What follows belongs to an exercise in optimizing a design on an open flow for small area and a short achievable clock period; a production flow would make more cautious choices. RTL that was checked went through simulation tests only; none was proved equivalent to the original. Function not checked in run 4: the RTL went through the layout flow alone. The clock cells of runs 3 to 5 come from the design's own scripts or RTL, not from TritonCTS. No driver is modelled on the clock port, so clock power and skew are understated where the tree is cut down; a real chip needs a root buffer or a tree. Power figures rest on the tool's default switching activity, not on a simulated workload.

`design/flow/run.sh`:
```
#!/bin/bash
# synth_recipe.tcl (not shown) runs the flow's synth.tcl, then flattens the netlist and writes it again
# the make line also repeats each setting of config.mk as NAME=value (left out here)
make -C /OpenROAD-flow-scripts/flow DESIGN_CONFIG=/design/flow/config.mk WORK_HOME=/design/flow/orfs CLKGATE_MAP_FILE= SYNTH_SCRIPT=/design/flow/synth_recipe.tcl finish
```
`design/flow/config.mk`:
```
export PLATFORM = sky130hd
export DESIGN_NAME = apb_top
export DESIGN_NICKNAME = apb_top
export VERILOG_FILES = /design/flow/design.v
export SDC_FILE = /design/flow/constraint.sdc
export NUM_CORES = 8
export LEC_CHECK = 0
export CAP_MARGIN = 40
export CORE_MARGIN = 2
export CORE_UTILIZATION = 60
export CTS_BUF_LIST = sky130_fd_sc_hd__clkbuf_16
export CTS_CLUSTER_DIAMETER = 100
export CTS_CLUSTER_SIZE = 30
export PLACE_DENSITY = 0.7
export SETUP_SLACK_MARGIN = 4.5
export SLEW_MARGIN = 40
export SYNTH_HIERARCHICAL = 1
```
`design/flow/constraint.sdc`:
```
create_clock -name core_clock -period 7.0 [get_ports {PCLK}]
set_input_delay 1.4000 -clock core_clock [delete_from_list [all_inputs] [get_ports {PCLK}]]
set_output_delay 1.4000 -clock core_clock [all_outputs]
set_load 0.01 [all_outputs]
```
`design/flow/design.v`:
```
module apb_master (
  input PCLK,
  input PRESETn,
  input transfer,
  input read_write,
  input  [7:0] write_addr,
  input  [7:0] write_data,
  input  [7:0] read_addr,
  output [63:0] ins,         
  output reg [7:0] wdata,
  output [63:0] lo_n,        
  output reg [7:0] hi,       
  input  [7:0] rdata,
  output reg [7:0] read_data_out
);
  reg st1, st2, st3;         
  reg wr1, wr2, wr3;         
  reg wm;                    
  reg wm4;                   
  reg [15:0] ins_h;          
  reg [3:0]  ins_l_n;        
  reg rd1, rd2, rd3;         
  reg [1:0] phase;           
  reg [7:0] addr;
  reg vis;                   
  reg [7:0] rhold;
  wire idle  = ~(st1 | st2 | st3);
  wire start = idle & transfer;
  wire [7:0] addr_d  = idle ? (read_write ? write_addr : read_addr) : addr;
  wire [1:0] phase_d = phase + 2'd1;
  always @(posedge PCLK or negedge PRESETn) begin
    if (!PRESETn) begin
      st1 <= 1'b0; st2 <= 1'b0; st3 <= 1'b0;
      wr1 <= 1'b0; wr2 <= 1'b0; wr3 <= 1'b0;
      wm  <= 1'b0;
      rd1 <= 1'b0; rd2 <= 1'b0; rd3 <= 1'b0;
    end else begin
      st1 <= start;
      st2 <= st1;
      st3 <= st2;
      wr1 <= start & read_write;
      wr2 <= wr1;
      wr3 <= wr2;
      wm  <= ((start & read_write) | wr1 | wr2) & (addr_d[1:0] == ~phase_d);
      rd1 <= start & ~read_write;
      rd2 <= rd1;
      rd3 <= rd2;
    end
  end
  wire wnow = wm | wm4;
  wire [15:0] ins_h_n = ~({16{wnow}} & ins_h);
  genvar c, g;
  generate
    for (g = 0; g < 64; g = g + 1) begin : g_ins
      assign ins[g] = ~(ins_h_n[g / 4] | ins_l_n[g % 4]);
    end
  endgenerate
  wire [1:0]  place    = addr[1:0] + phase + 2'd1;
  wire [15:0] lo_dec_n = ~(16'h1 << {addr[4:2], place[1]});
  generate
    for (c = 0; c < 4; c = c + 1) begin : g_lo
      apb_lo_reg u_lo (.PCLK(PCLK), .d(lo_dec_n), .q_n(lo_n[16*c +: 16]));
    end
  endgenerate
  wire take2 = rd2 & vis;    
  wire take3 = rd3 & vis;    
  always @(posedge PCLK) begin
    phase <= phase + 2'd1;
    wm4   <= wr3 & (addr[1:0] == ~phase_d);
    ins_h <= 16'h1 << addr_d[7:4];
    ins_l_n <= ~(4'h1 << addr_d[3:2]);
    addr  <= addr_d;
    if (idle)
      wdata <= write_data;
    hi    <= 8'h1 << addr[7:5];
    vis   <= ~place[0];
    if (take2 | take3)
      rhold <= rdata;
    read_data_out <= take3 ? rdata : rhold;
  end
endmodule
module apb_lo_reg (
  input PCLK,
  input [15:0] d,
  output reg [15:0] q_n
);
  always @(posedge PCLK)
    q_n <= d;
endmodule
module apb_slave (
  input PCLK,
  input [63:0] ins,
  input [7:0]  wdata,
  input [63:0] lo_n,         
  input [7:0]  hi,
  output [7:0] rdata
);
  reg [2047:0] mem;
  genvar h, b, k, i;
  generate
    for (k = 0; k < 64; k = k + 1) begin : g_ring
      always @(posedge PCLK) begin
        mem[(4*k+0)*8 +: 8] <= ins[k] ? wdata : mem[(4*k+3)*8 +: 8];
        mem[(4*k+1)*8 +: 8] <= mem[(4*k+0)*8 +: 8];
        mem[(4*k+2)*8 +: 8] <= mem[(4*k+1)*8 +: 8];
        mem[(4*k+3)*8 +: 8] <= mem[(4*k+2)*8 +: 8];
      end
    end
    for (b = 0; b < 8; b = b + 1) begin : g_b
      wire [7:0] z;
      for (h = 0; h < 8; h = h + 1) begin : g_grp
        wire [7:0] t;
        wire [3:0] u;
        for (i = 0; i < 8; i = i + 1) begin : g_t
          rd_oai22 u_t (.a1(mem[(4*(8*h+i)+0)*8+b]), .a2(lo_n[16*(h/2)+2*i]),
                        .b1(mem[(4*(8*h+i)+2)*8+b]), .b2(lo_n[16*(h/2)+2*i+1]), .y(t[i]));
        end
        for (i = 0; i < 4; i = i + 1) begin : g_u
          rd_nor2 u_u (.a(t[2*i]), .b(t[2*i+1]), .y(u[i]));
        end
        rd_nand4 u_z (.a(u[0]), .b(u[1]), .c(u[2]), .d(u[3]), .y(z[h]));
      end
      wire [3:0] v;
      for (i = 0; i < 4; i = i + 1) begin : g_v
        rd_aoi22 u_v (.a1(z[2*i]), .a2(hi[2*i]), .b1(z[2*i+1]), .b2(hi[2*i+1]), .y(v[i]));
      end
      rd_and4 u_r (.a(v[0]), .b(v[1]), .c(v[2]), .d(v[3]), .y(rdata[b]));
    end
  endgenerate
endmodule
module rd_nor2 (input a, input b, output y);
  assign y = ~(a | b);
endmodule
module rd_nand4 (input a, input b, input c, input d, output y);
  assign y = ~(a & b & c & d);
endmodule
module rd_and4 (input a, input b, input c, input d, output y);
  assign y = a & b & c & d;
endmodule
module rd_oai22 (input a1, input a2, input b1, input b2, output y);
  assign y = ~((a1 | a2) & (b1 | b2));
endmodule
module rd_aoi22 (input a1, input a2, input b1, input b2, output y);
  assign y = ~((a1 & a2) | (b1 & b2));
endmodule
module apb_top (
 input PCLK,
 input PRESETn,
 input transfer,
 input read_write,
 input  [7:0] write_addr,
 input  [7:0] write_data,
 input  [7:0] read_addr,
 output [7:0] read_data_out
);
 wire [63:0] ins;
 wire [7:0]  wdata;
 wire [63:0] lo_n;
 wire [7:0]  hi;
 wire [7:0]  rdata;
    apb_master master (
     .PCLK(PCLK), .PRESETn(PRESETn), .transfer(transfer), .read_write(read_write),
     .write_addr(write_addr), .write_data(write_data), .read_addr(read_addr),
     .ins(ins), .wdata(wdata), .lo_n(lo_n), .hi(hi),
     .rdata(rdata), .read_data_out(read_data_out)
    );
    apb_slave slave (
     .PCLK(PCLK), .ins(ins), .wdata(wdata), .lo_n(lo_n), .hi(hi), .rdata(rdata)
    );
endmodule
```
==> impl_metrics.py, run 1 <==
metrics = {
    "status": {
        "status": "timing/DRC/antenna clean",
    },
    "worst_setup_path": {
        "critPathLaunchType": "flop",
        "r2r_slack_ns": 4.51,
        "path_class": "flop to output port",
        "slowest_stage": "dfxtp_2",
        "ff2ff_path_depth": 6,
        "cp_data_arrival_time_ns": 1.13,
        "crit_family": "flip-flops",
        "cp_max_fo": 1,
        "crit_cells": 1,
        "path_cells": "buf_6",
        "critical_path_buf_inv_count": 1,
        "crit_required_ns": 5.60,
        "end_kind": "output port",
        "critPathMaxStageDelay_ns": 0.33,
    },
    "power_and_ir_drop": {
        "leakage_nw": 24.8,
        "total_power_mw": 23.1,
        "ir_drop_v": 0.000258,
        "power.density_nw_per_um2": 371,
    },
    "route": {
        "drt_first_iter_violations": 2560,
        "via_count": 28800,
        "drt_wl_total_um": 126000,
        "firstDrtPassIters": 6,
        "drc_errors": 0,
        "viasPerCell": 5.54,
        "wl_per_cell_um": 24.2,
        "ant_nets": 0,
    },
    "yosys": {
        "synth-seq-area-share_pct": 74.4,
        "synth_edf_count": 16,
        "synth-seq-cells": 2186,
        "syn_area_per_cell_um2": 15.2,
        "synthFlopType": "dfxtp_1",
        "syn_inst": 3894,
        "ys_warn_count": 9,
        "synthArstFlopShare_pct": 0.457,
        "ys_types": 50,
        "syn_nets": 3923,
        "synth_area_um2": 59100,
    },
    "global_route": {
        "grt.overflow.total": 0,
        "grt_usage_pct": 24.6,
        "grt_pass1_vias": 28900,
        "grt_max_degree": 40,
        "antenna_found_initial": 13,
        "grt_pass1_wl_um": 188000,
    },
    "placement": {
        "place_ws_ns": 4.20,
        "placed_cell_area_um2": 60000,
        "io_buffers": 35,
        "gp_congestion": 0.804,
        "dp_hpwl_um": 79600,
        "dp.cells": 5105,
    },
    "sta": {
        "fin_crit_ns": 2.53,
        "finalHoldViolCount": 0,
        "final.period_utilization_pct": 36.1,
        "worstMarginPinSlew_ns": 0.829,
        "timing.fmax_ghz": 0.396,
        "skew_ns": 0.0327,
        "finalSetupViolCount": 0,
        "rsz0062_at_grt": "true",
        "setup_ws_ns": 4.47,
        "finalSetupTns_ns": 0,
        "slew_viol_final": 0,
        "max-slew-margin-rel_pct": 44.7,
    },
    "die": {
        "die_x_um": 318,
        "ios": 36,
        "rows": 115,
        "initial_core_util_pct": 60.3,
        "die-height_um": 318,
        "core_area_um2": 98000,
        "die-area_um2": 101000,
    },
    "clock_network": {
        "post_cts_buffers": 0,
        "cts-root-buf": "clkbuf_16",
        "cts-buffers-inserted": 82,
        "cts_resized": 40,
        "h-tree-depth": 3,
        "cts_sinks": 2186,
        "clockBufferDepth": 3,
        "clk-insertion-delay-late_ns": 0.71,
        "ctsHoldBuffers": 0,
        "clkTransAtPathRegs_ns": 0.10,
        "tritoncts": "done",
    },
    "job": {
        "drv_cap": 0,
    },
    "finish": {
        "mostFrequentLayoutCells": "dfxtp_1, o22ai_1, mux2_4, nor2_1, clkbuf_16",
        "area_delta_synth_final_pct": 5.40,
        "final_area_um2": 62300,
        "final_nets": 3931,
        "final_cells": 5204,
        "layout-drive-gt1-share_pct": 18.5,
        "nFillCells": 7168,
        "layout_commonest_cell": "dfxtp_1",
    },
    "hold_path": {
        "hold_class": "flop to flop",
        "holdPathStages": 0,
    },
}
-- cells by family after synthesis --
family,after synthesis,share of synthesized area (%)
DFF,2186,74.4
AOI/OAI and AO/OA,559,6.35
muxes,533,13.2
and+or+nand+nor,470,3.76
buffers and inverters,139,2.14
xor gates and xnor gates,6,0.114
adders and majority gates,1,0.0212
-- metal layers --
layer,track usage (%),wire length [um],vias to the layer above
met4,5.92,2880,4
met1,38.0,62400,14500
met2,36.3,53800,687
met3,3.66,6720,148
met5,0,27,-
li1,-,-,13500
-- metrics by stage --
stage                     utilization (%)  hold slack, ns
final                                63.6           0.313
after global routing                 63.6           0.328
after CTS                            63.5           0.317
after detailed placement             61.3           0.312
after global placement               61.2           0.310
after floorplan                         -           0.310
-- power breakdown --
group | switching, mW | internal (mW)
clock | 3.54 | 2.21
sequential | 0.768 | 12.9
combinational | 2.50 | 1.24
total | 6.81 | 16.3
-- area by class of cell --
cell class / instances / area [um2] / share of cell area [%]
clock buffers: 83 / 2080 / 3.34
multi-input cells: 1569 / 13900 / 22.3
well taps: 1287 / 1610 / 2.59
repair buffers: 57 / 539 / 0.866
clock inverters: 15 / 128 / 0.205
flip-flops and latches: 2186 / 44000 / 70.7
inverters: 6 / 35.0 / 0.0563
diodes: 1 / 2.50 / 0.00402
-- registers in the layout, indices dropped and copies added, names as in the netlist, 2 cells and up --
| name | cells |
|---|---|
| master.wdata | 8 |
| master.hi | 8 |
| master.ins_l_n | 4 |
| master.read_data_out | 8 |
| slave.mem | 2048 |
| master.rhold | 8 |
| master.g_lo.u_lo.q_n | 64 |
| master.addr | 8 |
| master.ins_h | 16 |
| master.phase | 2 |
-- synthesized netlist by cell type (2+ instances only) --
library cell	count	area, um2
and2_1	66	413
clkbuf_1	8	30.0
xor2_1	2	17.5
o22ai_1	512	3200
nor3_1	2	10.0
a21oi_2	3	26.3
mux2_2	42	473
a32oi_2	2	32.5
dfrtp_1	10	250
and2_2	2	15.0
nand2b_1	2	12.5
edfxtp_1	16	480
inv_1	5	18.8
mux2i_1	9	90.1
o21ai_2	2	17.5
xor2_2	2	32.5
and3_1	2	12.5
nand2_1	19	71.3
o21ai_0	2	10.0
nand3_1	5	25.0
buf_2	60	300
buf_6	11	124
xnor2_1	2	17.5
and4_1	8	70.1
a22oi_2	32	400
dfxtp_1	2160	43200
and3b_1	2	17.5
nand4_1	64	400
buf_4	4	30.0
nor2_1	284	1070
buf_8	48	721
nor3b_1	6	45.0
o32a_2	2	22.5
nor2b_1	2	12.5
mux2_4	481	7220
-- per-module statistics from Yosys, one instance, submodules excluded, excerpt --
module,cells inside,flip-flops and latches
apb_lo_reg,16,16
rd_nor2,1,0
apb_slave,2680,2048
rd_oai22,1,0
rd_and4,1,0
rd_aoi22,1,0
-- path summary, 6_finish.rpt --
path / from / end
worst max register to register: master.wm / slave.mem[1254]
max in group asynchronous: PRESETn / master.wm
min in group asynchronous: PRESETn / master.rd3
worst min-delay path: slave.mem[463] / slave.mem[471]
worst min register to register: slave.mem[463] / slave.mem[471]
worst max-delay path: master.read_data_out[4] / read_data_out[4]
==> inputs of run 2 (changes only) <==
--- a/design/flow/design.v
+++ b/design/flow/design.v
@@ -8,17 +8,14 @@
   input  [7:0] read_addr,
   output [63:0] ins,         
   output reg [7:0] wdata,
-  output [63:0] lo_n,        
+  output [31:0] lo_n,        
   output reg [7:0] hi,       
   input  [7:0] rdata,
   output reg [7:0] read_data_out
 );
   reg st1, st2, st3;         
   reg wr1, wr2, wr3;         
-  reg wm;                    
-  reg wm4;                   
-  reg [15:0] ins_h;          
-  reg [3:0]  ins_l_n;        
+  reg wr4;                   
   reg rd1, rd2, rd3;         
   reg [1:0] phase;           
   reg [7:0] addr;
@@ -26,13 +23,10 @@
   reg [7:0] rhold;
   wire idle  = ~(st1 | st2 | st3);
   wire start = idle & transfer;
-  wire [7:0] addr_d  = idle ? (read_write ? write_addr : read_addr) : addr;
-  wire [1:0] phase_d = phase + 2'd1;
   always @(posedge PCLK or negedge PRESETn) begin
     if (!PRESETn) begin
       st1 <= 1'b0; st2 <= 1'b0; st3 <= 1'b0;
       wr1 <= 1'b0; wr2 <= 1'b0; wr3 <= 1'b0;
-      wm  <= 1'b0;
       rd1 <= 1'b0; rd2 <= 1'b0; rd3 <= 1'b0;
     end else begin
       st1 <= start;
@@ -41,24 +35,24 @@
       wr1 <= start & read_write;
       wr2 <= wr1;
       wr3 <= wr2;
-      wm  <= ((start & read_write) | wr1 | wr2) & (addr_d[1:0] == ~phase_d);
       rd1 <= start & ~read_write;
       rd2 <= rd1;
       rd3 <= rd2;
     end
   end
-  wire wnow = wm | wm4;
-  wire [15:0] ins_h_n = ~({16{wnow}} & ins_h);
+  wire wnow = (wr1 | wr2 | wr3 | wr4) & (addr[1:0] == ~phase);
+  wire [15:0] ins_hi = {15'h0, wnow} << addr[7:4];
+  wire [3:0]  ins_lo = 4'h1 << addr[3:2];
   genvar c, g;
   generate
     for (g = 0; g < 64; g = g + 1) begin : g_ins
-      assign ins[g] = ~(ins_h_n[g / 4] | ins_l_n[g % 4]);
+      assign ins[g] = ins_hi[g / 4] & ins_lo[g % 4];
     end
   endgenerate
   wire [1:0]  place    = addr[1:0] + phase + 2'd1;
   wire [15:0] lo_dec_n = ~(16'h1 << {addr[4:2], place[1]});
   generate
-    for (c = 0; c < 4; c = c + 1) begin : g_lo
+    for (c = 0; c < 2; c = c + 1) begin : g_lo
       apb_lo_reg u_lo (.PCLK(PCLK), .d(lo_dec_n), .q_n(lo_n[16*c +: 16]));
     end
   endgenerate
@@ -66,12 +60,11 @@
   wire take3 = rd3 & vis;    
   always @(posedge PCLK) begin
     phase <= phase + 2'd1;
-    wm4   <= wr3 & (addr[1:0] == ~phase_d);
-    ins_h <= 16'h1 << addr_d[7:4];
-    ins_l_n <= ~(4'h1 << addr_d[3:2]);
-    addr  <= addr_d;
-    if (idle)
+    wr4   <= wr3;
+    if (idle) begin
+      addr  <= read_write ? write_addr : read_addr;
       wdata <= write_data;
+    end
     hi    <= 8'h1 << addr[7:5];
     vis   <= ~place[0];
     if (take2 | take3)
@@ -91,7 +84,7 @@
   input PCLK,
   input [63:0] ins,
   input [7:0]  wdata,
-  input [63:0] lo_n,         
+  input [31:0] lo_n,         
   input [7:0]  hi,
   output [7:0] rdata
 );
@@ -112,8 +105,8 @@
         wire [7:0] t;
         wire [3:0] u;
         for (i = 0; i < 8; i = i + 1) begin : g_t
-          rd_oai22 u_t (.a1(mem[(4*(8*h+i)+0)*8+b]), .a2(lo_n[16*(h/2)+2*i]),
-                        .b1(mem[(4*(8*h+i)+2)*8+b]), .b2(lo_n[16*(h/2)+2*i+1]), .y(t[i]));
+          rd_oai22 u_t (.a1(mem[(4*(8*h+i)+0)*8+b]), .a2(lo_n[16*(h/4)+2*i]),
+                        .b1(mem[(4*(8*h+i)+2)*8+b]), .b2(lo_n[16*(h/4)+2*i+1]), .y(t[i]));
         end
         for (i = 0; i < 4; i = i + 1) begin : g_u
           rd_nor2 u_u (.a(t[2*i]), .b(t[2*i+1]), .y(u[i]));
@@ -155,7 +148,7 @@
 );
  wire [63:0] ins;
  wire [7:0]  wdata;
- wire [63:0] lo_n;
+ wire [31:0] lo_n;
  wire [7:0]  hi;
  wire [7:0]  rdata;
     apb_master master (
==> run 2 against run 1 <==
  * Synthesized cell count is 2.6% lower
  * Power down 9.3%
  * Via count about the same
  * Register-to-register slack got worse by 0.03 ns
  * Maximum frequency about the same
  * Sequential power shrank 5%
  * Global-route usage grew 0.26 points
  * Die area shrank 2.3%
  * Hold slack got worse by 0.017 ns
==> impl_metrics.py, run 2 <==
metrics = {
    "yosys": {
        "synth-seq-cells": 2133,
        "syn_inst": 3793,
        "synth_common_cells": "dfxtp_1, o22ai_1, mux2_4",
        "netlist_top_cells_area": "dfxtp_1, mux2_4, o22ai_1, nor2_1, buf_8",
        "synth_edf_count": 24,
        "synth_area_um2": 57700,
        "synthArstFlopShare_pct": 0.422,
        "yosysTopAreaCell": "dfxtp_1",
        "yosysMostFrequentCell": "dfxtp_1",
        "syn_nets": 3822,
        "synthFlopType": "dfxtp_1",
        "ys_warn_count": 9,
        "ys_types": 35,
        "synth_top_area_share_pct": 72.8,
        "synth-seq-area-share_pct": 74.5,
        "syn_area_per_cell_um2": 15.2,
    },
    "sta": {
        "slew_viol_final": 0,
        "holdWs_ns": 0.296,
        "timing.fmax_ghz": 0.396,
        "rsz0062_at_grt": "true",
        "finalSetupViolCount": 0,
        "worstMarginPinSlew_ns": 0.893,
        "max-slew-margin-rel_pct": 40.5,
        "setup_ws_ns": 4.47,
        "finalSetupTns_ns": 0,
        "fin_crit_ns": 2.53,
        "final.period_utilization_pct": 36.1,
        "finalHoldViolCount": 0,
        "skew_ns": 0.0314,
    },
    "placement": {
        "gp_congestion": 0.819,
        "place_ws_ns": 3.92,
        "dp_hpwl_um": 74300,
        "dp.cells": 5010,
        "io_buffers": 35,
    },
    "die": {
        "rows": 113,
        "initial_core_util_pct": 60.7,
        "ios": 36,
        "die_x_um": 314,
        "die-area_um2": 98700,
        "die-height_um": 314,
        "core_area_um2": 95200,
    },
    "clock_network": {
        "tritoncts": "done",
        "cts_sinks": 2133,
        "cts-buffers-inserted": 81,
        "clk-insertion-delay-late_ns": 0.68,
        "clkTransAtPathRegs_ns": 0.11,
        "clockBufferDepth": 3,
        "h-tree-depth": 3,
        "cts-root-buf": "clkbuf_16",
    },
    "global_route": {
        "global_route.usage.met1_pct": 37.7,
        "grt_pass1_vias": 28700,
        "grt_pass1_wl_um": 184000,
        "grt.overflow.total": 0,
        "grt_use_met2_pct": 35.9,
        "antenna_found_initial": 5,
        "use_met3_pct": 5.38,
        "grt_usage_pct": 24.9,
        "busiest_layer": "met1",
        "grt_max_degree": 58,
    },
    "finish": {
        "antenna_cells": 0,
        "mostFrequentLayoutCells": "dfxtp_1, o22ai_1, mux2_4, nor2_1, clkbuf_16",
        "layout_commonest_cell": "dfxtp_1",
        "largest_register_ffs": 2048,
        "top_regs": "slave.mem x2048, master.g_lo.u_lo.q_n x32",
        "largest_register": "slave.mem",
        "layout-drive-gt1-share_pct": 21.7,
        "final_cells": 5152,
        "area_delta_synth_final_pct": 8.13,
        "final_nets": 3900,
    },
    "hold_path": {
        "hold_class": "flop to flop",
    },
    "worst_setup_path": {
        "critPathLaunchType": "flop",
        "critPathMaxStageDelay_ns": 0.34,
        "crit_required_ns": 5.60,
        "crit_family": "flip-flops",
        "end_kind": "output port",
        "cp_max_fo": 1,
        "critical_path_buf_inv_count": 1,
        "slowest_stage": "dfxtp_2",
        "path_class": "flop to output port",
        "path_cells": "buf_6",
        "cp_data_arrival_time_ns": 1.13,
    },
    "power_and_ir_drop": {
        "p_seq_share_pct": 61.6,
        "power.switching_mw": 5.37,
        "total_power_mw": 21.0,
        "switching_share_pct": 25.6,
        "p_int_mw": 15.6,
        "ir_drop_v": 0.000268,
        "power.density_nw_per_um2": 336,
        "power_frac_clock_pct": 27.1,
        "leakage_nw": 24.7,
        "pwr-share-comb_pct": 11.3,
    },
    "route": {
        "viasPerCell": 5.60,
        "drc_errors": 0,
        "ant_nets": 0,
        "drt_first_iter_violations": 1984,
        "drt_wl_total_um": 125000,
        "via_count": 28800,
        "firstDrtPassIters": 5,
        "wl_per_cell_um": 24.2,
    },
    "status": {
        "status": "timing/DRC/antenna clean",
    },
    "job": {
        "drv_cap": 0,
    },
}
-- run 2: Yosys stat by module (local to each module, per instance), excerpt --
| module | cells inside | cell area, um2 |
|---|---|---|
| rd_nand4 | 1 | 6.26 |
| rd_oai22 | 1 | 6.26 |
| rd_aoi22 | 1 | 12.5 |
| apb_slave | 2680 | 49700 |
| apb_lo_reg | 16 | 320 |
| rd_and4 | 1 | 8.76 |
| apb_master | 209 | 2350 |
| rd_nor2 | 1 | 3.75 |
-- run 2: area by class of cell --
| class | instances | area, um2 |
|---|---|---|
| Clock buffer | 85 | 2130 |
| Clock inverter | 14 | 88.8 |
| Fill cell | 6712 | 32700 |
| Inverter | 2 | 7.51 |
| Multi-Input combinational cell | 1531 | 14100 |
| Sequential cell | 2133 | 43000 |
| Tap cell | 1265 | 1580 |
| Timing Repair Buffer | 122 | 1490 |
-- run 2: power by group through the flow --
stage	sequential [mW]	combinational, mW	clock (mW)
3_5_place_dp	13.2	2.24	0
4_1_cts	12.9	2.28	5.75
3_3_place_gp	13.2	2.22	0
6_report	12.9	2.38	5.68
5_1_grt	13.0	2.46	6.19
2_1_floorplan	13.1	1.32	0
-- run 2: logic make-up after synthesis --
kind of cell             Yosys count  share of synthesized area [%]
flip-flops                      2133                           74.5
AO/OA/AOI/OAI                    545                           6.25
multiplexers                     528                           13.4
AND/OR/NAND/NOR                  453                           3.69
buffers and inverters            129                           2.07
XOR/XNOR                           4                         0.0867
adder cells (fa/ha/maj)            1                         0.0217
-- run 2: per-stage QoR --
step	utilization, %	cell area, um2
floorplan	-	57700
global placement	61.8	58800
detailed placement	62.0	59000
CTS	64.8	61700
global route	65.6	62400
finish	65.6	62400
-- run 2: repair_timing --
action                     CTS  global route
hold buffers                 0             0
setup buffers                7            35
gates resized for setup    109            22
setup endpoints to repair  525           386
pin swaps                    6            28
-- run 2: metal layers --
layer	vias to the layer above	part of all wire [%]
met1	14600	49
li1	13400	-
met5	-	0.087
met4	8	2.3
met3	154	6.5
met2	725	42
-- run 2: path summary, 6_finish.rpt --
path | start | to | slack [ns] | cells past startpoint
setup / recovery | master.read_data_out[2] | read_data_out[2] | 4.47 | 1
hold / removal | slave.mem[1672] | slave.mem[1680] | 0.30 | 0
setup reg to reg | master.g_lo[0].u_lo.q_n[6] | master.read_data_out[6] | 4.48 | 6
hold reg to reg | slave.mem[1672] | slave.mem[1680] | 0.30 | 0
max in group asynchronous | PRESETn | master.wr1 | 5.62 | 1
min in group asynchronous | PRESETn | master.rd2 | 1.04 | 1
==> inputs of run 3 (changes only) <==
==> design/flow/flow/run.sh (new file) <==
#!/bin/bash
# The standard layout (standard.sh), with the clock tree built by
# flow/clock_tree.tcl in place of TritonCTS: the CTS step sources it as its
# PRE_CTS_TCL hook. The make output goes to standard.log here; ORFS keeps
# each step's own log under orfs/logs/.
set -euo pipefail
export PRE_CTS_TCL="$PWD/flow/clock_tree.tcl"
bash standard.sh > standard.log 2>&1
==> design/flow/flow/clock_tree.tcl (new file) <==
# Builds a two-level clock tree in place of TritonCTS: the clock port drives
# four root buffers, each root drives the leaf buffers of one quadrant, and
# each leaf buffer drives one cluster of about CLK_LEAF_SIZE flip-flops.
# Sourced as PRE_CTS_TCL; it then turns clock_tree_synthesis into a no-op so
# the rest of the standard CTS step (legalisation, repair) runs unchanged.

set ::ctree_leaf_cell [expr {[info exists ::env(CLK_LEAF_CELL)] ? $::env(CLK_LEAF_CELL) : "sky130_fd_sc_hd__clkbuf_16"}]
set ::ctree_root_cell [expr {[info exists ::env(CLK_ROOT_CELL)] ? $::env(CLK_ROOT_CELL) : "sky130_fd_sc_hd__clkbuf_16"}]
set ::ctree_leaf_size [expr {[info exists ::env(CLK_LEAF_SIZE)] ? $::env(CLK_LEAF_SIZE) : 30}]

proc ctree_build {} {
  global ctree_leaf_cell ctree_root_cell ctree_leaf_size
  set block [ord::get_db_block]
  set clk_port_net [$block findNet PCLK]
  set db [ord::get_db]
  set rmaster [$db findMaster $ctree_root_cell]
  set lmaster [$db findMaster $ctree_leaf_cell]
  set sinks {}
  foreach it [$clk_port_net getITerms] {
    set inst [$it getInst]
    set bb [$inst getBBox]
    set x [expr {([$bb xMin] + [$bb xMax]) / 2}]
    set y [expr {([$bb yMin] + [$bb yMax]) / 2}]
    lappend sinks [list [$inst getName] [[$it getMTerm] getName] $x $y]
  }
  set n [llength $sinks]
  set nleaf [expr {max(4, int(round(double($n) / $ctree_leaf_size)))}]
  # columns x rows close to square, with an even number of each
  set cols [expr {max(2, 2 * int(round(sqrt($nleaf) / 2.0)))}]
  set rows [expr {max(2, 2 * int(round(double($nleaf) / $cols / 2.0)))}]
  puts "ctree: $n sinks, $cols x $rows leaf clusters"

  # split into columns of equal count by x, then each column into rows by y
  set byx [lsort -integer -index 2 $sinks]
  set leaves {}
  for {set c 0} {$c < $cols} {incr c} {
    set lo [expr {$c * $n / $cols}]
    set hi [expr {($c + 1) * $n / $cols - 1}]
    set col [lsort -integer -index 3 [lrange $byx $lo $hi]]
    set m [llength $col]
    for {set r 0} {$r < $rows} {incr r} {
      set l2 [expr {$r * $m / $rows}]
      set h2 [expr {($r + 1) * $m / $rows - 1}]
      lappend leaves [list $c $r [lrange $col $l2 $h2]]
    }
  }

  # quadrants: left/right half of the columns, lower/upper half of the rows
  set leaf_idx 0
  foreach q {0 1 2 3} {
    set qc [expr {$q % 2}]
    set qr [expr {$q / 2}]
    set rname "ctree_root_$q"
    set rnet "ctree_rnet_$q"
    set rinst [odb::dbInst_create $block $rmaster $rname]
    set rn [odb::dbNet_create $block $rnet]
    $rn setSigType CLOCK
    [$rinst findITerm X] connect $rn
    [$rinst findITerm A] connect $clk_port_net
    set sx 0; set sy 0; set k 0
    foreach leaf $leaves {
      lassign $leaf c r members
      if {($c >= $cols / 2) != $qc || ($r >= $rows / 2) != $qr} { continue }
      set lname "ctree_leaf_$leaf_idx"
      set lnet "ctree_lnet_$leaf_idx"
      incr leaf_idx
      set linst [odb::dbInst_create $block $lmaster $lname]
      set ln [odb::dbNet_create $block $lnet]
      $ln setSigType CLOCK
      [$linst findITerm X] connect $ln
      [$linst findITerm A] connect $rn
      set lx 0; set ly 0
      foreach s $members {
        lassign $s iname pname x y
        set it [[$block findInst $iname] findITerm $pname]
        $it disconnect
        $it connect $ln
        incr lx $x; incr ly $y
      }
      set lx [expr {$lx / [llength $members]}]
      set ly [expr {$ly / [llength $members]}]
      ctree_place $lname $lx $ly
      incr sx $lx; incr sy $ly; incr k
    }
    ctree_place $rname [expr {$sx / $k}] [expr {$sy / $k}]
  }
  puts "ctree: $leaf_idx leaf buffers, 4 root buffers"
}

proc ctree_place {name x y} {
  set block [ord::get_db_block]
  set inst [$block findInst $name]
  set m [$inst getMaster]
  set x [expr {$x - [$m getWidth] / 2}]
  set y [expr {$y - [$m getHeight] / 2}]
  $inst setLocation $x $y
  $inst setPlacementStatus PLACED
}

ctree_build
set_propagated_clock [all_clocks]
rename ::clock_tree_synthesis ctree_unused_cts
proc ::clock_tree_synthesis {args} { puts "ctree: clock tree already built" }
==> design/flow/standard.sh (new file) <==
#!/bin/bash
# synth_recipe.tcl (not shown) runs the flow's synth.tcl, then flattens the netlist and writes it again
# the make line also repeats each setting of config.mk as NAME=value (left out here)
make -C /OpenROAD-flow-scripts/flow DESIGN_CONFIG=/design/flow/config.mk WORK_HOME=/design/flow/orfs CLKGATE_MAP_FILE= SYNTH_SCRIPT=/design/flow/synth_recipe.tcl "${@:-finish}"
--- a/design/flow/config.mk
+++ b/design/flow/config.mk
@@ -8,9 +8,6 @@
 export CAP_MARGIN = 40
 export CORE_MARGIN = 2
 export CORE_UTILIZATION = 60
-export CTS_BUF_LIST = sky130_fd_sc_hd__clkbuf_16
-export CTS_CLUSTER_DIAMETER = 100
-export CTS_CLUSTER_SIZE = 30
 export PLACE_DENSITY = 0.7
 export SETUP_SLACK_MARGIN = 4.5
 export SLEW_MARGIN = 40
removed: design/flow/run.sh
==> run 3 against run 2 <==
  * Critical path depth up 6
  * Sequential share of layout area up 0.67 points
  * Global-route usage down 0.75 points
  * Die area unchanged
  * Utilization down 0.63 points
  * Clock skew down 0.010 ns
  * Flip-flop and latch count unchanged
  * Via count down 1.2%
  * First-iteration DRC count up 11%
  * Power down 3.2%
  * Largest cell class unchanged
==> impl_metrics.py, run 3 <==
metrics = {
    "global_route": {
        "grt_max_degree": 58,
        "grt_use_met2_pct": 34.9,
        "use_met3_pct": 4.29,
        "grt_pass1_vias": 28200,
        "global_route.usage.met1_pct": 37.5,
        "grt.overflow.total": 0,
        "busiest_layer": "met1",
        "grt_usage_pct": 24.1,
        "grt_pass1_wl_um": 181000,
        "antenna_found_initial": 6,
    },
    "status": {
        "status": "timing/DRC/antenna clean",
    },
    "finish": {
        "antenna_cells": 0,
        "top_regs": "slave.mem x2048, master.g_lo.u_lo.q_n x32",
        "mostFrequentLayoutCells": "dfxtp_1, o22ai_1, mux2_4, nor2_1, clkbuf_16",
        "layout-drive-gt1-share_pct": 21.3,
        "seqCellArea_um2": 43000,
        "layout_commonest_cell": "dfxtp_1",
        "largest_register_ffs": 2048,
        "final_nets": 3888,
        "multi_input_area_um2": 14100,
        "nFillCells": 6794,
        "area_delta_synth_final_pct": 7.09,
        "final_cells": 5122,
        "largest_register": "slave.mem",
    },
    "power_and_ir_drop": {
        "switching_share_pct": 25.4,
        "ir_drop_v": 0.000212,
        "power_frac_clock_pct": 24.7,
        "leakage_nw": 24.4,
        "p_seq_share_pct": 63.6,
        "power.switching_mw": 5.15,
        "pwr-share-comb_pct": 11.7,
        "power.density_nw_per_um2": 328,
        "p_int_mw": 15.1,
    },
    "route": {
        "drc_errors": 0,
        "ant_nets": 0,
        "wl_per_cell_um": 24.1,
        "via_count": 28500,
        "drt_first_iter_violations": 2207,
        "viasPerCell": 5.56,
        "firstDrtPassIters": 5,
        "drt_wl_total_um": 123000,
    },
    "worst_setup_path": {
        "cp_max_fo": 32,
        "cp_data_arrival_time_ns": 2.96,
        "crit_family": "simple AND/OR/NAND/NOR gates",
        "crit_cells": 7,
        "r2r_slack_ns": 4.47,
        "path_cells": "buf_6 > o22ai_1 > nor2_1 > nand4_1 > a22oi_2 > and4_1 > mux2_2",
        "slowest_stage": "nor2_1",
        "path_class": "flop to flop",
        "critPathMaxStageDelay_ns": 0.42,
        "critical_path_buf_inv_count": 1,
        "crit_required_ns": 7.43,
        "r2r-start": "master.g_lo[0].u_lo.q_n[7]",
        "ff2ff_path_depth": 7,
        "end_kind": "flop",
        "critPathLaunchType": "flop",
        "timing.rr.end": "master.read_data_out[0]",
    },
    "yosys": {
        "syn_inst": 3793,
        "synth-seq-area-share_pct": 74.5,
        "yosysTopAreaCell": "dfxtp_1",
        "synth-seq-cells": 2133,
        "synth_area_um2": 57700,
        "syn_area_per_cell_um2": 15.2,
        "synth_top_area_share_pct": 72.8,
        "netlist_top_cells_area": "dfxtp_1, mux2_4, o22ai_1, nor2_1, buf_8",
        "synth_edf_count": 24,
        "yosysMostFrequentCell": "dfxtp_1",
        "synthFlopType": "dfxtp_1",
        "ys_types": 35,
        "synth_common_cells": "dfxtp_1, o22ai_1, mux2_4",
        "syn_nets": 3822,
        "ys_warn_count": 9,
        "synthArstFlopShare_pct": 0.422,
    },
    "hold_path": {
        "min_from": "slave.mem[2030]",
        "min_to": "slave.mem[2038]",
        "hold_class": "flop to flop",
        "holdPathStages": 0,
    },
    "sta": {
        "finalHoldViolCount": 0,
        "skew_ns": 0.0212,
        "final.period_utilization_pct": 36.2,
        "rsz0062_at_grt": "true",
        "timing.fmax_ghz": 0.395,
        "slew_viol_final": 0,
        "max-slew-margin-rel_pct": 39.9,
        "finalSetupTns_ns": 0,
        "worstMarginPinSlew_ns": 0.902,
        "finalSetupViolCount": 0,
        "fin_crit_ns": 2.53,
    },
    "clock_network": {
        "clkTransAtPathRegs_ns": 0.12,
        "clk-insertion-delay-late_ns": 0.51,
    },
    "die": {
        "die-area_um2": 98700,
        "rows": 113,
        "ios": 36,
        "die_x_um": 314,
        "die-height_um": 314,
        "core_area_um2": 95200,
        "initial_core_util_pct": 60.7,
    },
    "placement": {
        "dp_hpwl_um": 74300,
        "dp.cells": 5010,
        "gp_congestion": 0.819,
        "io_buffers": 35,
    },
    "job": {
        "drv_cap": 0,
    },
}
run 3: cell counts after synthesis:
No cell type changed its count.
run 3: cell type report:
cell class | instances | area share (%)
inverter | 2 | 0.0121
tap | 1265 | 2.56
sequential | 2133 | 69.6
timing repair buffer | 123 | 2.28
buffer | 68 | 2.75
multi-input combinational | 1531 | 22.8
run 3: worst register-to-register path, delay by kind of cell (launching register included):
kind	cells	cell delay [ns]
DFF	1	0.35
buffers and inverters	1	0.30
muxes	1	0.25
AOI/OAI and AO/OA	2	0.58
and+or+nand+nor	3	0.97
run 3: cell families after synthesis:
group           after synthesis  share of synthesized area [%]
compound gates              545                           6.25
xor+xnor                      4                         0.0867
fa+ha+maj                     1                         0.0217
buf+inv                     129                           2.07
flops                      2133                           74.5
mux                         528                           13.4
simple gates                453                           3.69
run 3: stage by stage:
stage | hold slack [ns] | worst slack [ns] | util [%] | cell area, um2 | power (mW)
after floorplan | 0.310 | 4.68 | - | 57700 | 14.5
after global placement | 0.310 | 3.86 | 61.8 | 58800 | 15.4
after detailed placement | 0.312 | 3.92 | 62.0 | 59000 | 15.4
after CTS | 0.333 | 4.31 | 64.3 | 61100 | 20.2
after global routing | 0.334 | 4.44 | 65.0 | 61800 | 20.9
final | 0.330 | 4.47 | 65.0 | 61800 | 20.3
run 3: power by group through the flow:
stage | registers (mW) | logic [mW] | clock network, mW
5_1_grt | 13.0 | 2.46 | 5.47
6_report | 12.9 | 2.37 | 5.01
3_5_place_dp | 13.2 | 2.24 | 0
3_3_place_gp | 13.2 | 2.22 | 0
2_1_floorplan | 13.1 | 1.32 | 0
4_1_cts | 12.9 | 2.28 | 5.05
run 3: what timing repair did:
action,in CTS,in global routing
hold buffers,0,0
buffers inserted,4,39
pin swaps,5,31
gates resized for setup,92,23
endpoints found under the setup margin,525,379
run 3: Yosys stat by module (local to each module, per instance), excerpt:
| module | cells inside | flip-flops and latches | copies in the design | cell area (um2) |
|---|---|---|---|---|
| apb_lo_reg | 16 | 16 | 2 | 320 |
| rd_aoi22 | 1 | 0 | 32 | 12.5 |
| rd_nand4 | 1 | 0 | 64 | 6.26 |
| apb_master | 209 | 53 | 1 | 2350 |
| rd_nor2 | 1 | 0 | 256 | 3.75 |
| rd_and4 | 1 | 0 | 8 | 8.76 |
| apb_slave | 2680 | 2048 | 1 | 49700 |
| rd_oai22 | 1 | 0 | 512 | 6.26 |
run 3: routing by layer:
layer	share of wire (%)	vias up
met2	41	625
met4	2.6	6
met1	50	14300
met5	0.023	-
li1	-	13400
met3	5.7	155
run 3: worst max-delay path by stage:
stage                               start                       to  slack, ns
2_1_floorplan                  read_write           master.addr[0]       4.68
3_3_place_gp               master.addr[1]          slave.mem[1280]       3.86
3_5_place_dp               master.addr[1]          slave.mem[2023]       3.92
4_1_cts                    master.addr[1]          slave.mem[1568]       4.31
5_1_grt                   master.phase[0]          slave.mem[1702]       4.44
6_report       master.g_lo[0].u_lo.q_n[7]  master.read_data_out[0]       4.47
==> inputs of run 4 (changes only) <==
--- a/design/flow/design.v
+++ b/design/flow/design.v
@@ -8,25 +8,30 @@
   input  [7:0] read_addr,
   output [63:0] ins,         
   output reg [7:0] wdata,
-  output [31:0] lo_n,        
+  output [63:0] lo_n,        
   output reg [7:0] hi,       
   input  [7:0] rdata,
   output reg [7:0] read_data_out
 );
   reg st1, st2, st3;         
   reg wr1, wr2, wr3;         
-  reg wr4;                   
+  reg wm;                    
+  reg wm4;                   
   reg rd1, rd2, rd3;         
   reg [1:0] phase;           
   reg [7:0] addr;
   reg vis;                   
   reg [7:0] rhold;
+  reg [7:0] rshadow;         
   wire idle  = ~(st1 | st2 | st3);
   wire start = idle & transfer;
+  wire [7:0] addr_d = idle ? (read_write ? write_addr : read_addr) : addr;
+  wire [1:0] phase_d = phase + 2'd1;
   always @(posedge PCLK or negedge PRESETn) begin
     if (!PRESETn) begin
       st1 <= 1'b0; st2 <= 1'b0; st3 <= 1'b0;
       wr1 <= 1'b0; wr2 <= 1'b0; wr3 <= 1'b0;
+      wm  <= 1'b0;
       rd1 <= 1'b0; rd2 <= 1'b0; rd3 <= 1'b0;
     end else begin
       st1 <= start;
@@ -35,12 +40,13 @@
       wr1 <= start & read_write;
       wr2 <= wr1;
       wr3 <= wr2;
+      wm  <= ((start & read_write) | wr1 | wr2) & (addr_d[1:0] == ~phase_d);
       rd1 <= start & ~read_write;
       rd2 <= rd1;
       rd3 <= rd2;
     end
   end
-  wire wnow = (wr1 | wr2 | wr3 | wr4) & (addr[1:0] == ~phase);
+  wire wnow = wm | wm4;
   wire [15:0] ins_hi = {15'h0, wnow} << addr[7:4];
   wire [3:0]  ins_lo = 4'h1 << addr[3:2];
   genvar c, g;
@@ -49,27 +55,28 @@
       assign ins[g] = ins_hi[g / 4] & ins_lo[g % 4];
     end
   endgenerate
-  wire [1:0]  place    = addr[1:0] + phase + 2'd1;
-  wire [15:0] lo_dec_n = ~(16'h1 << {addr[4:2], place[1]});
+  wire [1:0]  place    = addr_d[1:0] + phase_d;
+  wire [15:0] lo_dec_n = ~(16'h1 << {addr_d[4:2], place[1]});
   generate
-    for (c = 0; c < 2; c = c + 1) begin : g_lo
+    for (c = 0; c < 4; c = c + 1) begin : g_lo
       apb_lo_reg u_lo (.PCLK(PCLK), .d(lo_dec_n), .q_n(lo_n[16*c +: 16]));
     end
   endgenerate
+  wire take1 = rd1 & vis;    
   wire take2 = rd2 & vis;    
-  wire take3 = rd3 & vis;    
   always @(posedge PCLK) begin
     phase <= phase + 2'd1;
-    wr4   <= wr3;
-    if (idle) begin
-      addr  <= read_write ? write_addr : read_addr;
+    wm4   <= wr3 & (addr[1:0] == ~phase_d);
+    addr  <= addr_d;
+    if (idle)
       wdata <= write_data;
-    end
-    hi    <= 8'h1 << addr[7:5];
+    hi    <= 8'h1 << addr_d[7:5];
     vis   <= ~place[0];
-    if (take2 | take3)
+    if (take1 | take2)
       rhold <= rdata;
-    read_data_out <= take3 ? rdata : rhold;
+    if (rd3)
+      rshadow <= rhold;
+    read_data_out <= rd3 ? rhold : rshadow;
   end
 endmodule
 module apb_lo_reg (
@@ -84,7 +91,7 @@
   input PCLK,
   input [63:0] ins,
   input [7:0]  wdata,
-  input [31:0] lo_n,         
+  input [63:0] lo_n,         
   input [7:0]  hi,
   output [7:0] rdata
 );
@@ -105,8 +112,8 @@
         wire [7:0] t;
         wire [3:0] u;
         for (i = 0; i < 8; i = i + 1) begin : g_t
-          rd_oai22 u_t (.a1(mem[(4*(8*h+i)+0)*8+b]), .a2(lo_n[16*(h/4)+2*i]),
-                        .b1(mem[(4*(8*h+i)+2)*8+b]), .b2(lo_n[16*(h/4)+2*i+1]), .y(t[i]));
+          rd_oai22 u_t (.a1(mem[(4*(8*h+i)+0)*8+b]), .a2(lo_n[16*(h/2)+2*i]),
+                        .b1(mem[(4*(8*h+i)+2)*8+b]), .b2(lo_n[16*(h/2)+2*i+1]), .y(t[i]));
         end
         for (i = 0; i < 4; i = i + 1) begin : g_u
           rd_nor2 u_u (.a(t[2*i]), .b(t[2*i+1]), .y(u[i]));
@@ -148,7 +155,7 @@
 );
  wire [63:0] ins;
  wire [7:0]  wdata;
- wire [31:0] lo_n;
+ wire [63:0] lo_n;
  wire [7:0]  hi;
  wire [7:0]  rdata;
     apb_master master (
--- a/design/flow/flow/clock_tree.tcl
+++ b/design/flow/flow/clock_tree.tcl
@@ -6,7 +6,7 @@
 
 set ::ctree_leaf_cell [expr {[info exists ::env(CLK_LEAF_CELL)] ? $::env(CLK_LEAF_CELL) : "sky130_fd_sc_hd__clkbuf_16"}]
 set ::ctree_root_cell [expr {[info exists ::env(CLK_ROOT_CELL)] ? $::env(CLK_ROOT_CELL) : "sky130_fd_sc_hd__clkbuf_16"}]
-set ::ctree_leaf_size [expr {[info exists ::env(CLK_LEAF_SIZE)] ? $::env(CLK_LEAF_SIZE) : 30}]
+set ::ctree_leaf_size [expr {[info exists ::env(CLK_LEAF_SIZE)] ? $::env(CLK_LEAF_SIZE) : 26}]
 
 proc ctree_build {} {
   global ctree_leaf_cell ctree_root_cell ctree_leaf_size
==> run 4 against run 3 <==
  * Still clean on timing, DRC and antenna
  * Setup slack got worse by 0.11 ns
  * Cell count up 0.78%
  * Global-route usage up 0.48 points
  * Clock power grew 9.4%
  * Synthesized cell count rose by 1.7%
  * First-iteration DRC count rose by 2.8%
  * Hold slack lost 0.0024 ns
  * Combinational power up 66%
  * Via count up 1.3%
==> impl_metrics.py, run 4 <==
metrics = {
    "sta": {
        "timing.fmax_ghz": 0.378,
        "rsz0062_at_grt": "true",
        "max-slew-margin-rel_pct": 40.6,
        "holdWs_ns": 0.327,
        "final.period_utilization_pct": 37.8,
        "fin_crit_ns": 2.64,
        "slew_viol_final": 0,
        "skew_ns": 0.0118,
        "finalSetupTns_ns": 0,
        "finalHoldViolCount": 0,
        "finalSetupViolCount": 0,
        "worstMarginPinSlew_ns": 0.890,
    },
    "route": {
        "route.met3.wl_um": 5390,
        "top_layer": "met5",
        "via_count": 28900,
        "ant_nets": 0,
        "drt_wl_total_um": 127000,
        "wl_met2_um": 55400,
        "wirelength_met1_um": 63500,
        "viasPerCell": 5.59,
        "firstDrtPassIters": 7,
        "drc_errors": 0,
        "drt_first_iter_violations": 2268,
        "wl_per_cell_um": 24.5,
    },
    "yosys": {
        "synth_common_cells": "dfxtp_1, o22ai_1, mux2_4",
        "synth_compound_area_share_pct": 6.33,
        "synth_mux_area_share_pct": 13.3,
        "synth_top_area_share_pct": 73.1,
        "syn_inst": 3859,
        "yosysTopAreaCell": "dfxtp_1",
        "synth_top_family_by_area": "multiplexers",
        "synthArstFlopShare_pct": 0.462,
        "synth-seq-area-share_pct": 74.7,
        "synth-seq-cells": 2166,
        "synth_area_um2": 58400,
        "ys_types": 36,
        "syn_area_per_cell_um2": 15.1,
        "synthSimpleGateAreaFrac_pct": 3.43,
        "synth_xor_area_share_pct": 0.141,
        "synth_edf_count": 24,
        "syn_nets": 3888,
        "yosysMostFrequentCell": "dfxtp_1",
        "synth_fa_ha_area_share_pct": 0.0214,
        "ys_warn_count": 9,
        "netlist_top_cells_area": "dfxtp_1, mux2_4, o22ai_1, nor2_1, buf_8",
        "synthFlopType": "dfxtp_1",
    },
    "finish": {
        "multi_input_area_um2": 14100,
        "largest_register_ffs": 2048,
        "area_delta_synth_final_pct": 6.55,
        "layout_commonest_cell": "dfxtp_1",
        "final_nets": 3916,
        "nFillCells": 6893,
        "top_regs": "slave.mem x2048, master.g_lo.u_lo.q_n x64",
        "mostFrequentLayoutCells": "dfxtp_1, o22ai_1, mux2_4, nor2_1, clkbuf_16",
        "seqCellArea_um2": 43700,
        "largest_register": "slave.mem",
        "layout-drive-gt1-share_pct": 21.3,
    },
    "power_and_ir_drop": {
        "power.density_nw_per_um2": 381,
        "ir_drop_v": 0.000280,
        "leakage_nw": 24.5,
    },
    "worst_setup_path": {
        "path_cells": "inv_1 > nor3_2 > nand3_1 > nor2_2 > mux2_4",
        "cp_max_fo": 8,
        "crit_cells": 5,
        "crit_required_ns": 7.43,
        "end_kind": "flop",
        "critical_path_buf_inv_count": 1,
        "crit_family": "simple AND/OR/NAND/NOR gates",
        "critPathLaunchType": "flop",
        "ff2ff_path_depth": 5,
        "path_class": "flop to flop",
        "cp_data_arrival_time_ns": 3.07,
        "slowest_stage": "nor2_2",
        "critPathMaxStageDelay_ns": 0.62,
    },
    "status": {
        "status": "timing/DRC/antenna clean",
    },
    "die": {
        "rows": 114,
        "die-height_um": 316,
        "core_area_um2": 96600,
        "die-area_um2": 99900,
        "die_x_um": 316,
        "initial_core_util_pct": 60.5,
        "ios": 36,
    },
    "global_route": {
        "antenna_found_initial": 3,
        "grt_pass1_vias": 28500,
        "grt_pass1_wl_um": 186000,
        "grt_max_degree": 54,
        "grt.overflow.total": 0,
        "grt_usage_pct": 24.6,
    },
    "placement": {
        "gp_congestion": 0.801,
        "dp_hpwl_um": 78600,
        "io_buffers": 35,
    },
    "hold_path": {
        "holdPathStages": 0,
        "hold_class": "flop to flop",
    },
    "job": {
        "drv_cap": 0,
    },
    "clock_network": {
        "clkTransAtPathRegs_ns": 0.10,
        "clk-insertion-delay-late_ns": 0.54,
        "ctsHoldBuffers": 0,
    },
}
==> run 4: Yosys stat by module (local to each module, per instance), excerpt <==
module,cell area [um2],flip-flops and latches,cells inside,copies in the design
apb_slave,49700,2048,2680,1
apb_master,2390,54,243,1
apb_lo_reg,320,16,16,4
rd_aoi22,12.5,0,1,32
rd_and4,8.76,0,1,8
rd_nand4,6.26,0,1,64
rd_oai22,6.26,0,1,512
rd_nor2,3.75,0,1,256
==> run 4: cell type report <==
| class | count | area share, % |
|---|---|---|
| repair buffers | 72 | 1.12 |
| multi-input cells | 1556 | 22.7 |
| plain buffers | 84 | 3.38 |
| flip-flops and latches | 2166 | 70.2 |
| diodes | 1 | 0.00402 |
| well taps | 1276 | 2.56 |
| inverters | 7 | 0.0422 |
==> run 4: timing repair <==
| item | in CTS | in global routing |
|---|---|---|
| setup buffers | 7 | 4 |
| pin swaps | 4 | 3 |
| cloned | 0 | 1 |
| hold endpoints to repair | 0 | 0 |
| setup endpoints to repair | 399 | 446 |
| gates resized for setup | 84 | 68 |
==> run 4: stage by stage <==
step	utilization [%]	area (um2)	worst slack (ns)	power [mW]	std cells
after floorplan	-	58400	4.28	16.4	3859
after global placement	61.5	59400	3.16	18.2	5064
after detailed placement	61.7	59600	3.07	18.3	5065
after CTS	64.0	61800	4.37	23.6	5156
after global routing	64.5	62200	4.34	24.5	5161
final	64.5	62200	4.36	23.7	5162
==> run 4: worst paths after layout <==
check	start	end	slack, ns
max in group asynchronous	PRESETn	master.st2	5.45
setup / recovery	master.addr[6]	slave.mem[1701]	4.36
min in group asynchronous	PRESETn	master.rd1	1.20
hold reg to reg	slave.mem[584]	slave.mem[592]	0.33
hold / removal	slave.mem[584]	slave.mem[592]	0.33
setup reg to reg	master.addr[6]	slave.mem[1701]	4.36
==> run 4: logic make-up (layout without fill, tap and decap cells) <==
kind of cell | Yosys count | in the layout
adder cells (fa/ha/maj) | 1 | 1
flip-flops | 2166 | 2166
other | 0 | 1
buffers and inverters | 137 | 163
multiplexers | 527 | 527
AND/OR/NAND/NOR | 463 | 463
AO/OA/AOI/OAI | 559 | 559
XOR/XNOR | 6 | 6
==> run 4: power by group <==
group	switching, mW	internal (mW)	leakage, nW	total (mW)
Sequential	0.973	13.3	17.5	14.3
Clock	3.36	2.13	1.04	5.48
Combinational	2.50	1.44	5.96	3.94
==> run 4: routing by layer <==
metal  global-route usage (%)  vias to the layer above
met5                        0                        -
met2                     37.9                      645
met4                     4.34                        4
met1                     38.2                    14600
met3                     2.23                      142
li1                         -                    13500
==> inputs of run 5 (changes only) <==
--- a/design/flow/design.v
+++ b/design/flow/design.v
@@ -17,15 +17,16 @@
   reg wr1, wr2, wr3;         
   reg wm;                    
   reg wm4;                   
+  reg [15:0] ins_h;          
+  reg [3:0]  ins_l_n;        
   reg rd1, rd2, rd3;         
   reg [1:0] phase;           
   reg [7:0] addr;
   reg vis;                   
   reg [7:0] rhold;
-  reg [7:0] rshadow;         
   wire idle  = ~(st1 | st2 | st3);
   wire start = idle & transfer;
-  wire [7:0] addr_d = idle ? (read_write ? write_addr : read_addr) : addr;
+  wire [7:0] addr_d  = idle ? (read_write ? write_addr : read_addr) : addr;
   wire [1:0] phase_d = phase + 2'd1;
   always @(posedge PCLK or negedge PRESETn) begin
     if (!PRESETn) begin
@@ -47,36 +48,35 @@
     end
   end
   wire wnow = wm | wm4;
-  wire [15:0] ins_hi = {15'h0, wnow} << addr[7:4];
-  wire [3:0]  ins_lo = 4'h1 << addr[3:2];
+  wire [15:0] ins_h_n = ~({16{wnow}} & ins_h);
   genvar c, g;
   generate
     for (g = 0; g < 64; g = g + 1) begin : g_ins
-      assign ins[g] = ins_hi[g / 4] & ins_lo[g % 4];
+      assign ins[g] = ~(ins_h_n[g / 4] | ins_l_n[g % 4]);
     end
   endgenerate
-  wire [1:0]  place    = addr_d[1:0] + phase_d;
-  wire [15:0] lo_dec_n = ~(16'h1 << {addr_d[4:2], place[1]});
+  wire [1:0]  place    = addr[1:0] + phase + 2'd1;
+  wire [15:0] lo_dec_n = ~(16'h1 << {addr[4:2], place[1]});
   generate
     for (c = 0; c < 4; c = c + 1) begin : g_lo
       apb_lo_reg u_lo (.PCLK(PCLK), .d(lo_dec_n), .q_n(lo_n[16*c +: 16]));
     end
   endgenerate
-  wire take1 = rd1 & vis;    
   wire take2 = rd2 & vis;    
+  wire take3 = rd3 & vis;    
   always @(posedge PCLK) begin
     phase <= phase + 2'd1;
     wm4   <= wr3 & (addr[1:0] == ~phase_d);
+    ins_h <= 16'h1 << addr_d[7:4];
+    ins_l_n <= ~(4'h1 << addr_d[3:2]);
     addr  <= addr_d;
     if (idle)
       wdata <= write_data;
-    hi    <= 8'h1 << addr_d[7:5];
+    hi    <= 8'h1 << addr[7:5];
     vis   <= ~place[0];
-    if (take1 | take2)
+    if (take2 | take3)
       rhold <= rdata;
-    if (rd3)
-      rshadow <= rhold;
-    read_data_out <= rd3 ? rhold : rshadow;
+    read_data_out <= take3 ? rdata : rhold;
   end
 endmodule
 module apb_lo_reg (
==> design/flow/flow/run.sh (replaced) <==
#!/bin/bash
# The standard layout (standard.sh) with hooks into its steps:
#   flow/downsize.tcl (POST_FLOORPLAN_TCL) sets logic cells to their
#     smallest size before placement; the repair steps size up what timing
#     needs.
#   flow/clock_tree.tcl (PRE_CTS_TCL) builds a two-level clock tree in place
#     of TritonCTS.
#   The port buffers are buf_2 cells (BUFFER_PORTS_ARGS).
# The make output goes to standard.log here; ORFS keeps each step's own log
# under orfs/logs/.
set -euo pipefail
export POST_FLOORPLAN_TCL="$PWD/flow/downsize.tcl"
export PRE_CTS_TCL="$PWD/flow/clock_tree.tcl"
export BUFFER_PORTS_ARGS="-buffer_cell sky130_fd_sc_hd__buf_2"
bash standard.sh > standard.log 2>&1
==> design/flow/flow/downsize.tcl (new file) <==
# Sourced as POST_FLOORPLAN_TCL. Synthesis maps some cells at a larger drive
# than their loads need; this sets every logic cell (not buffers, clock
# cells, taps or ties) to the smallest size of its family, and leaves the
# later repair steps to size up the cells that timing needs.
proc ds_run {} {
  set db [ord::get_db]
  set block [ord::get_db_block]
  array set best {}
  array set best_area {}
  foreach lib [$db getLibs] {
    foreach m [$lib getMasters] {
      set n [$m getName]
      if {![regexp {^(sky130_fd_sc_hd__[a-z0-9]+)_([0-9]+)$} $n -> base drive]} { continue }
      set a [expr {[$m getWidth] * [$m getHeight]}]
      if {![info exists best($base)] || $a < $best_area($base)} {
        set best($base) $n
        set best_area($base) $a
      }
    }
  }
  set skip {^sky130_fd_sc_hd__(buf|bufbuf|bufinv|clkbuf|clkdlybuf4s[0-9]+|clkinv|clkinvlp|dlygate4sd[0-9]+|dlymetal6s[0-9]+s|dlyb|tapvpwrvgnd|tap|fill|decap|diode|conb)$}
  set count 0
  foreach inst [$block getInsts] {
    set n [[$inst getMaster] getName]
    if {![regexp {^(sky130_fd_sc_hd__[a-z0-9]+)_([0-9]+)$} $n -> base drive]} { continue }
    if {[regexp $skip $base]} { continue }
    if {![info exists best($base)] || $best($base) eq $n} { continue }
    replace_cell [$inst getName] $best($base)
    incr count
  }
  puts "downsize: $count cells set to their smallest size"
}
ds_run
==> run 5 against run 4 <==
  * Synthesized cell count rose by 0.91%
  * Die area rose by 1.1%
  * Cell count rose by 0.68%
  * Global-route usage fell by 1.2 points
  * Power fell by 4.9%
  * Design area fell by 3.5%
  * Clock power barely moved
  * First-iteration DRC count rose by 1.5%
  * Wire length fell by 3.6%
  * Clock skew rose by 0.0044 ns
  * Via count fell by 0.19%
  * Critical path type unchanged
  * Critical endpoint is now master.read_data_out[5]
  * Largest cell class unchanged
  * Largest power group unchanged
  * Highest routed layer unchanged
==> impl_metrics.py, run 5 <==
metrics = {
    "yosys": {
        "ys_types": 50,
        "syn_nets": 3923,
        "netlist_top_cells_area": "dfxtp_1, mux2_4, o22ai_1, nor2_1, buf_8",
        "ys_warn_count": 9,
        "synthFlopType": "dfxtp_1",
        "yosysMostFrequentCell": "dfxtp_1",
        "synth_edf_count": 16,
        "syn_inst": 3894,
        "yosysTopAreaCell": "dfxtp_1",
        "syn_area_per_cell_um2": 15.2,
        "synthArstFlopShare_pct": 0.457,
        "synth_area_um2": 59100,
        "synth_top_area_share_pct": 73.2,
        "synth_common_cells": "dfxtp_1, o22ai_1, mux2_4",
        "synth-seq-area-share_pct": 74.4,
        "synth-seq-cells": 2186,
    },
    "global_route": {
        "grt_pass1_wl_um": 180000,
        "grt_use_met2_pct": 34.3,
        "grt_max_degree": 65,
        "global_route.usage.met1_pct": 35.4,
        "grt.overflow.total": 0,
        "grt_pass1_vias": 28200,
        "antenna_found_initial": 16,
        "use_met3_pct": 4.44,
        "grt_usage_pct": 23.3,
        "busiest_layer": "met1",
    },
    "worst_setup_path": {
        "slowest_stage": "dfxtp_1",
        "crit_family": "simple AND/OR/NAND/NOR gates",
        "critPathMaxStageDelay_ns": 0.77,
        "path_class": "flop to flop",
        "end_kind": "flop",
        "cp_data_arrival_time_ns": 3.08,
        "critical_path_buf_inv_count": 0,
        "crit_required_ns": 7.49,
        "r2r_slack_ns": 4.40,
        "r2r-start": "master.g_lo[1].u_lo.q_n[7]",
        "critPathLaunchType": "flop",
        "cp_max_fo": 16,
        "timing.rr.end": "master.read_data_out[5]",
        "path_cells": "o22ai_1 > nor2_1 > nand4_1 > a22oi_1 > and4_1 > mux2_1",
        "ff2ff_path_depth": 6,
    },
    "route": {
        "viasPerCell": 5.54,
        "via_count": 28800,
        "drt_first_iter_violations": 2303,
        "drc_errors": 0,
        "wl_per_cell_um": 23.5,
        "ant_nets": 0,
        "firstDrtPassIters": 6,
        "drt_wl_total_um": 122000,
    },
    "power_and_ir_drop": {
        "ir_drop_v": 0.000246,
        "power_frac_clock_pct": 24.3,
        "leakage_nw": 24.8,
        "p_seq_share_pct": 60.1,
        "power.switching_mw": 6.47,
        "power.density_nw_per_um2": 376,
        "pwr-share-comb_pct": 15.6,
        "switching_share_pct": 28.6,
        "total_power_mw": 22.6,
        "p_int_mw": 16.1,
    },
    "finish": {
        "nFillCells": 7470,
        "final_core_util_pct": 61.3,
        "largest_register_ffs": 2048,
        "largest_register": "slave.mem",
        "final_nets": 3931,
        "layout-drive-gt1-share_pct": 4.49,
        "seqCellArea_um2": 44000,
        "top_regs": "slave.mem x2048, master.g_lo.u_lo.q_n x64, master.ins_h x16",
        "area_delta_synth_final_pct": 1.62,
        "multi_input_area_um2": 11900,
        "layout_commonest_cell": "dfxtp_1",
        "mostFrequentLayoutCells": "dfxtp_1, mux2_1, o22ai_1, nor2_1, clkbuf_16",
    },
    "clock_network": {
        "post_cts_buffers": 0,
        "clkTransAtPathRegs_ns": 0.10,
        "clk-insertion-delay-late_ns": 0.54,
    },
    "sta": {
        "final.period_utilization_pct": 37.1,
        "timing.fmax_ghz": 0.385,
        "max-slew-margin-rel_pct": 42.8,
        "finalSetupTns_ns": 0,
        "skew_ns": 0.0162,
        "worstMarginPinSlew_ns": 0.858,
        "holdWs_ns": 0.324,
        "fin_crit_ns": 2.60,
        "slew_viol_final": 0,
        "rsz0062_at_grt": "true",
        "finalHoldViolCount": 0,
        "finalSetupViolCount": 0,
    },
    "job": {
        "drv_cap": 0,
    },
    "die": {
        "die-height_um": 318,
        "die-area_um2": 101000,
        "ios": 36,
        "rows": 115,
        "die_x_um": 318,
        "initial_core_util_pct": 60.3,
        "core_area_um2": 98000,
    },
    "hold_path": {
        "hold_class": "flop to flop",
        "holdPathStages": 0,
        "min_from": "slave.mem[202]",
        "min_to": "slave.mem[210]",
    },
    "placement": {
        "gp_congestion": 0.837,
        "dp_hpwl_um": 78200,
        "io_buffers": 35,
    },
    "status": {
        "status": "timing/DRC/antenna clean",
    },
}
-- run 5: cell count changes after synthesis, sizes merged, moves of 3 or more --
cell    previous run  this run
a21oi              9         3
and2               1        68
dfxtp           2132      2160
edfxtp            24        16
mux2             518       523
nand2             30        20
nor2             333       286
nor3               6         2
nor3b              0         6
o21ai              1         4
or2                4         1
-- run 5: worst max-delay path by stage --
stage | endpoint | depth (start not counted) | startpoint | slack, ns
2_1_floorplan | master.ins_h[13] | 5 | read_write | 4.61
3_5_place_dp | master.ins_h[15] | 4 | read_write | 4.22
6_report | master.read_data_out[5] | 6 | master.g_lo[1].u_lo.q_n[7] | 4.40
5_1_grt | master.read_data_out[5] | 6 | master.g_lo[1].u_lo.q_n[4] | 4.44
3_3_place_gp | master.ins_h[5] | 4 | read_write | 4.28
4_1_cts | read_data_out[3] | 1 | master.read_data_out[3] | 4.48
-- run 5: modules after synthesis (local to each module, per instance), a selection --
module	flip-flops and latches	cell area (um2)	cells	times used
apb_slave	2048	49700	2680	1
apb_master	74	3060	278	1
apb_lo_reg	16	320	16	4
rd_aoi22	0	12.5	1	32
rd_and4	0	8.76	1	8
rd_nand4	0	6.26	1	64
rd_oai22	0	6.26	1	512
rd_nor2	0	3.75	1	256
-- run 5: cell families (layout without fill, tap and decap cells) --
| family | count (synthesis) | after routing | synth area share, % |
|---|---|---|---|
| compound gates | 559 | 559 | 6.35 |
| flops | 2186 | 2186 | 74.4 |
| fa+ha+maj | 1 | 1 | 0.0212 |
| simple gates | 470 | 470 | 3.76 |
| mux | 533 | 533 | 13.2 |
| other cells | 0 | 10 | 0 |
| xor+xnor | 6 | 6 | 0.114 |
| buf+inv | 139 | 145 | 2.14 |
-- run 5: area by class of cell --
| cell class | instances | share of cell area, % |
|---|---|---|
| Multi-Input combinational cell | 1569 | 19.8 |
| Sequential cell | 2186 | 73.3 |
| Inverter | 6 | 0.0583 |
| Timing Repair Buffer | 55 | 0.661 |
| Tap cell | 1287 | 2.68 |
| Buffer | 84 | 3.50 |
| Antenna cell | 10 | 0.0417 |
-- run 5: worst register-to-register path: cells and delay by family (launching register included) --
family	cells	cell delay, ns
compound gates	2	0.75
flops	1	0.77
simple gates	3	0.86
mux	1	0.17
-- run 5: repair_timing --
action	CTS	global route
hold buffers	0	0
endpoints found under the setup margin	9	144
gates resized for setup	15	21
endpoints found under the hold margin	0	0
gates cloned	0	0
-- run 5: metrics by stage --
stage          worst slack [ns]  area, um2  cells
6_report                   4.40      60000   5197
5_1_grt                    4.44      60000   5188
4_1_cts                    4.48      60000   5187
3_5_place_dp               4.22      57800   5103
3_3_place_gp               4.28      57700   5096
2_1_floorplan              4.61      59100   3894
-- run 5: power by group through the flow --
| stage | clock network [mW] | logic (mW) | registers [mW] |
|---|---|---|---|
| finish | 5.49 | 3.52 | 13.6 |
| global route | 6.00 | 3.67 | 13.6 |
| CTS | 5.56 | 3.43 | 13.5 |
| detailed placement | 0 | 3.42 | 13.8 |
| global placement | 0 | 3.37 | 13.8 |
| floorplan | 0 | 2.22 | 13.5 |
-- run 5: metal layers --
metal	vias to the layer above	part of all wire [%]	routed length, um
li1	13600	-	-
met1	14300	49	59600
met2	748	42	50700
met3	188	6.8	8240
met4	8	2.8	3380
met5	-	0.041	50

## what the ideal ports hide
Ports are ideal in the flow. The routed layouts listed here were re-timed in OpenROAD. Step 1 (the two cells are an assumption about what drives the block):
set clk [get_ports {PCLK}]
set_driving_cell -lib_cell sky130_fd_sc_hd__clkbuf_16 $clk
set_driving_cell -lib_cell sky130_fd_sc_hd__buf_2 [delete_from_list [all_inputs] $clk]
Step 2 adds t to the input delays and takes it off the output delays; t is the mean of the earliest and latest rising clock arrival at the registers after step 1. Input paths then give back, and output paths get back, about the clock's delay inside the block. a / b / c = ideal / step 1 / step 2; a / b = the first two.
| run | t, ns | setup slack, ns | hold slack, ns | worst setup path at the end | pins driven straight from the clock port |
|---|---|---|---|---|---|
| run 1 | 0.758 | 4.475 / 4.403 / 4.173 | 0.313 / 0.313 / 0.313 | input to register | 1 |
| run 2 | 0.738 | 4.473 / 4.403 / 4.095 | 0.296 / 0.296 / 0.296 | input to register | 1 |
| run 3 | 0.652 | 4.467 / 4.393 / 4.095 | 0.330 / 0.330 / 0.330 | input to register | 4 |
| run 4 | 0.684 | 4.357 / 4.211 / 3.814 | 0.327 / 0.327 / 0.327 | input to register | 4 |
| run 5 | 0.686 | 4.405 / 4.374 / 4.133 | 0.324 / 0.324 / 0.324 | input to register | 4 |
After both steps every run listed still meets setup and hold. For run 4, which loses most, drivers alone change the setup slack by -0.146 ns; drivers and shift together by -0.543 ns.
